Source: an optimization exercise on an open RTL-to-GDS flow (aim: small area and a short achievable clock period). Production flows keep margins and buffers that such runs may drop. The RTL was checked by simulation tests, not by an equivalence proof against the original design.

==> job 4465 <==
## LIFSIM
module LIFSIM (
    input  wire        clk,
    input  wire        reset,
    input  wire [15:0] I_app,
    input  wire [15:0] I_fb,
    output wire [15:0] V_mem,
    output wire [15:0] V_out,
    output wire [15:0] U_leak,
    output wire [31:0] dU_dt,
    output wire [31:0] dV_dt
);
clock: 7.0 ns
lec_check: 0
cap_margin: 20
core_margin: 2
core_utilization: 60
setup_slack_margin: 3.7
slew_margin: 20
standard.sh (not shown) runs the stock make flow with config.mk's settings and CLKGATE_MAP_FILE= SYNTH_SCRIPT=/design/flow/synth_recipe.tcl, a recipe that flattens the netlist after the stock synthesis.
==> flow/flow/run.sh <==
#!/bin/bash
# Standard ORFS layout; only synthesis's abc mapping (flow/my_synth.tcl) and the port
# buffer cell differ. Each tool's output goes to a log in this folder.
set -euo pipefail
W=$(pwd)
export MY_ABC_SCRIPT=$W/flow/abc_main.script
export MY_CONE_SCRIPT=$W/flow/abc_cone.script
export MY_NO_FA=1
PORTBUF=$(cat $W/flow/portbuf 2>/dev/null || echo sky130_fd_sc_hd__buf_1)
bash standard.sh SYNTH_SCRIPT=$W/flow/my_synth.tcl "BUFFER_PORTS_ARGS=-buffer_cell $PORTBUF" $(cat $W/flow/extra 2>/dev/null || true) finish > $W/make_finish.log 2>&1
==> flow/flow/abc_cone.script <==
strash
dch -f
map -D 700
topo
upsize -D 700
dnsize -D 700
==> flow/flow/abc_main.script <==
strash
dch -f
map -D 2000
topo
upsize -D 2000
dnsize -D 2000
==> flow/flow/extra <==
SKIP_REPAIR_TIE_FANOUT=1
==> flow/flow/my_synth.tcl <==
proc synth {args} { yosys synth -nofsm -noshare {*}$args }
# Same synthesis as synth_recipe.tcl, with a different abc script and delay target.
proc abc {args} {
  set out {}
  set skip 0
  foreach a $args {
    if { $skip } { set skip 0; continue }
    if { $a eq "-script" || $a eq "-D" } { set skip 1; continue }
    lappend out $a
  }
  if { [info exists ::env(MY_ABC_SCRIPT)] && $::env(MY_ABC_SCRIPT) ne "" } {
    lappend out -script $::env(MY_ABC_SCRIPT)
  } else {
    lappend out -script $::env(SCRIPTS_DIR)/abc_speed.script
  }
  if { [info exists ::env(MY_ABC_D)] && $::env(MY_ABC_D) ne "" } {
    lappend out -D $::env(MY_ABC_D)
  }
  if { [info exists ::env(MY_CONE_SCRIPT)] && $::env(MY_CONE_SCRIPT) ne "" } {
    # map the input cone of the U_leak registers first, with its own (tighter) script
    set cone {}
    foreach a $out { lappend cone $a }
    set i [lsearch $cone -script]
    set cone [lreplace $cone [expr {$i + 1}] [expr {$i + 1}] $::env(MY_CONE_SCRIPT)]
    yosys select -set ucone c:u_r* %ci*:-sky130_fd_sc_hd__dfxtp_1\[Q\]
    yosys select -list @ucone
    yosys abc {*}$cone @ucone
  }
  yosys abc {*}$out
}
if { [info exists ::env(MY_NO_FA)] && $::env(MY_NO_FA) eq "1" } {
  proc extract_fa {args} { puts "extract_fa skipped" }
}
source $::env(SCRIPTS_DIR)/synth.tcl
# left out here: clear keep_hierarchy, flatten, clean up, hide names made inside functions, write 1_2_yosys.v
==> job 5243 (differences from job 4465) <==
==> flow/flow/run.sh (replaced) <==
#!/bin/bash
# Standard ORFS layout; only synthesis's abc mapping (flow/my_synth.tcl), the port
# buffer cell and the make settings in flow/extra differ. Tool output goes to logs here.
set -euo pipefail
W=$(pwd)
export MY_ABC_SCRIPT=$W/flow/abc_main.script
export MY_CONE_SCRIPT=$W/flow/abc_cone.script
export MY_NO_FA=1
EXTRA=()
if [[ -f $W/flow/extra ]]; then mapfile -t EXTRA < $W/flow/extra; fi
bash standard.sh SYNTH_SCRIPT=$W/flow/my_synth.tcl "${EXTRA[@]}" finish > $W/make_finish.log 2>&1
==> flow/flow/abc_cone.script (replaced) <==
strash
dch -f
map -D 1200
topo
upsize -D 1200
dnsize -D 1200
==> flow/flow/abc_main.script (replaced) <==
strash
dch
map -B 0.9
topo
stime -c
buffer -c
upsize -c
dnsize -c
==> flow/flow/extra (replaced) <==
BUFFER_PORTS_ARGS=-buffer_cell sky130_fd_sc_hd__buf_1
SKIP_REPAIR_TIE_FANOUT=1
==> job 5063 (differences from job 4465) <==
--- a/flow/config.mk
+++ b/flow/config.mk
@@ -8,5 +8,5 @@
 export CAP_MARGIN = 20
 export CORE_MARGIN = 2
 export CORE_UTILIZATION = 60
-export SETUP_SLACK_MARGIN = 3.7
+export SETUP_SLACK_MARGIN = 4.0
 export SLEW_MARGIN = 20
==> run notes <==
status=complete, no violations; R2R setup slack=between 4 and 5 ns; Area after DPL=0.00763 mm2; area of the multi-input gates=0.00505 mm2; post-synthesis instance total=1,361; clk_skew=0.00657 ns; post-CTS setup buffer count=0; Worst R2R Path Depth=20
That was job 5243.
==> run notes <==
Area after DPL=around 0.0066 mm2; met3 Track Usage GR=0.0400; status=complete, no violations; post-CTS setup buffer count=7; clk_skew=0.0120 ns; GRT Overall Usage=0.279; post-synthesis instance total=1,075
That was job 5063.
==> run notes <==
status=complete, no violations; clk_skew=0.0114 ns; post-CTS setup buffer count=0; Worst R2R Path Depth=16; R2R setup slack=3.91 ns; post-synthesis instance total=1,075
That was job 4465.

re-timing with driven ports:
No port has a modelled driver above. Below, the same layouts with a new extraction and two added sets of constraints.
Step 1, drivers: a clkbuf_16 drives clk and a buf_2 each remaining input, both assumed.
Step 2 adds t to the input delays and takes it off the output delays; t is the mean of the earliest and latest rising clock arrival at the registers after step 1. Input paths then give back, and output paths get back, about the clock's delay inside the block.
a / b / c = no drivers / after step 1 / after step 2; a / b = the first two.
| run | shift t [ns] | setup WS [ns] | worst hold slack (ns) |
|---|---|---|---|
| job 4465 | 0.378 | 3.912 / 3.912 / 3.730 | 0.419 / 0.419 / 0.419 |
| job 5243 | 0.363 | 4.028 / 4.028 / 3.827 | 0.428 / 0.428 / 0.428 |
| job 5063 | 0.384 | 3.968 / 3.968 / 3.824 | 0.419 / 0.419 / 0.419 |
After both steps every run listed still meets setup and hold. The setup slack of job 5243, which loses most, moves by 0.000 ns with the drivers and by -0.201 ns with both steps.
